Background: an optimization exercise with open tools, aiming at a short achievable clock period and few clock cycles per item. Do not read the settings as production practice. The RTL was checked by simulation tests, not by an equivalence proof against the original design.

Setup of v55:
## ALU
module ALU(
    clk,
    rst_n,
    valid,
    ready,
    mode,
    in_A,
    in_B,
    out
);
    input         clk, rst_n;
    input         valid;
    input  [1:0]  mode;  
    output        ready;
    input  [31:0] in_A, in_B;
    output [63:0] out;
    localparam IDLE = 2'd0, MUL2 = 2'd1, DIVD = 2'd2;
    reg  [1:0]  state;
    reg         ready_r;
    reg  [63:0] out_r;
    reg  [10:0] cnt;    
    wire idle = (state == IDLE);
    wire [34:0] bx = {2'b00, in_B, 1'b0};
    wire [33:0] ax = {1'b0, in_A, 1'b0};   
    wire [16:0] bone, btwo, bneg;
    genvar gi;
    generate
        for (gi = 0; gi < 17; gi = gi + 1) begin : g_booth
            assign bone[gi] = bx[2*gi+1] ^ bx[2*gi];
            assign btwo[gi] = (bx[2*gi+2] & ~bx[2*gi+1] & ~bx[2*gi]) | (~bx[2*gi+2] & bx[2*gi+1] & bx[2*gi]);
            assign bneg[gi] = bx[2*gi+2];
        end
    endgenerate
    wire [32:0] pp0 = (({33{bone[0]}} & ax[33:1]) | ({33{btwo[0]}} & ax[32:0])) ^ {33{bneg[0]}};
    wire [32:0] pp1 = (({33{bone[1]}} & ax[33:1]) | ({33{btwo[1]}} & ax[32:0])) ^ {33{bneg[1]}};
    wire [32:0] pp2 = (({33{bone[2]}} & ax[33:1]) | ({33{btwo[2]}} & ax[32:0])) ^ {33{bneg[2]}};
    wire [32:0] pp3 = (({33{bone[3]}} & ax[33:1]) | ({33{btwo[3]}} & ax[32:0])) ^ {33{bneg[3]}};
    wire [32:0] pp4 = (({33{bone[4]}} & ax[33:1]) | ({33{btwo[4]}} & ax[32:0])) ^ {33{bneg[4]}};
    wire [32:0] pp5 = (({33{bone[5]}} & ax[33:1]) | ({33{btwo[5]}} & ax[32:0])) ^ {33{bneg[5]}};
  ...
Size: ~7700 cells after synthesis, ~0.069 mm² of cells after synthesis.
==> flow/config.mk <==
export PLATFORM = sky130hd
export DESIGN_NAME = ALU
export DESIGN_NICKNAME = ALU
export VERILOG_FILES = /design/flow/design.v
export SDC_FILE = /design/flow/constraint.sdc
export NUM_CORES = 4
export LEC_CHECK = 0
export CAP_MARGIN = 30
export CORE_MARGIN = 2
export CORE_UTILIZATION = 54
export PLACE_DENSITY = 0.65
export SETUP_SLACK_MARGIN = 4
export SLEW_MARGIN = 30
==> flow/constraint.sdc <==
create_clock -name core_clock -period 8.0 [get_ports {clk}]
set_input_delay 1.6000 -clock core_clock [delete_from_list [all_inputs] [get_ports {clk}]]
set_output_delay 1.6000 -clock core_clock [all_outputs]
set_load 0.01 [all_outputs]
run.sh (not shown) runs the stock make flow with config.mk's settings and CLKGATE_MAP_FILE= SYNTH_SCRIPT=/design/flow/synth_recipe.tcl, a recipe that flattens the netlist after the stock synthesis.
Testbench counts of v55, summed over its fixed seeds: cycles 5,003, items 1,920.
Edits applied to the flow inputs when going from v55 to v3:
- a change of SETUP_SLACK_MARGIN from 4 to 3.7
- a change of PLACE_DENSITY from 0.65 to 0.6
- a change of CORE_UTILIZATION from 54 to 45
--- outcome ---
Summary of v3 over v55: placed wire-length estimate after detailed placement went up; clock-buffer cell count went up; cell count along the critical path went up; data required time at the worst endpoint went up.
The setup slack of v3 is smaller than that of v55.
Relative to v55, the final wirelength measured on v3 has decreased by a few percent.
Per the comparison of v3 with v55, core utilization went down 16 points; sequential cell area share went up 1.4 points.
Run comparison: v3 slowest cell on the critical path fa_1; v55 slowest cell on the critical path dfrtp_4
The inputs of v13 differ from those of v3 as listed below.
- swapping 0.6 for 0.62 in PLACE_DENSITY
- swapping 3.7 for 4 in SETUP_SLACK_MARGIN
- swapping 45 for 50 in CORE_UTILIZATION
## What came out
- A endpoint of the most critical setup path of mp_35_5 is what v3 shows, while out[35] belongs to v13.
- Of the two values seen for timing startpoint of the critical path, in_B[19] was produced by v3 and os_dv by v13.
- Against v3, the final cell area of v13 is higher.
- met2 capacity usage during global routing up 8.7 points in v13 wrt v3
- Number of clock buffers in the layout for v13: 13 down relative to v3
- v13 vs. v3: final wirelength grew by about 6%, fmax grew by 0.0037 GHz, die outline area shrank by 0.015 mm².
- Clock buffer and inverter area fraction after layout: v13 and v3 compared, lower one is v13
- Largest stage delay on the critical path is lower on v3
- The worst hold slack of v13 and that of v3 are within noise of each other.
- Compared to v3, v13 has worst setup slack 0.069 ns higher.
- In v13, area overhead of the layout relative to synthesis is higher than in v3.
- Critical path's slowest cell: a22oi_2 -> v13, fa_1 -> v3

[separate check: timing with driven ports]
The results above use ideal ports. As a check the final layouts listed here were re-extracted and re-timed, cells and wires unchanged. Step 1 sets driving cells, clkbuf_16 on the clock port and buf_2 on the other inputs (assumed; they add their load-dependent delay and slew). Step 2, shift: input delay + t, output delay - t, t = (earliest + latest rising clock arrival at the registers) / 2. This alone moves slack from input paths to output paths. Three values: ideal, step 1, step 2; two values: the first two.
run | t (ns) | slack for setup (ns) | worst setup path at the end | pins driven straight from the clock port
v55 | 0.832 | 3.702 / 3.589 / 2.757 | input to register | 1
v3 | 0.795 | 3.658 / 3.577 / 2.782 | input to register | 1
v13 | 0.835 | 3.727 / 3.640 / 3.083 | input to register | 1
After both steps setup and hold are still met in every run listed. The setup slack of v55, which loses most, moves by -0.113 ns with the drivers and by -0.945 ns with both steps.
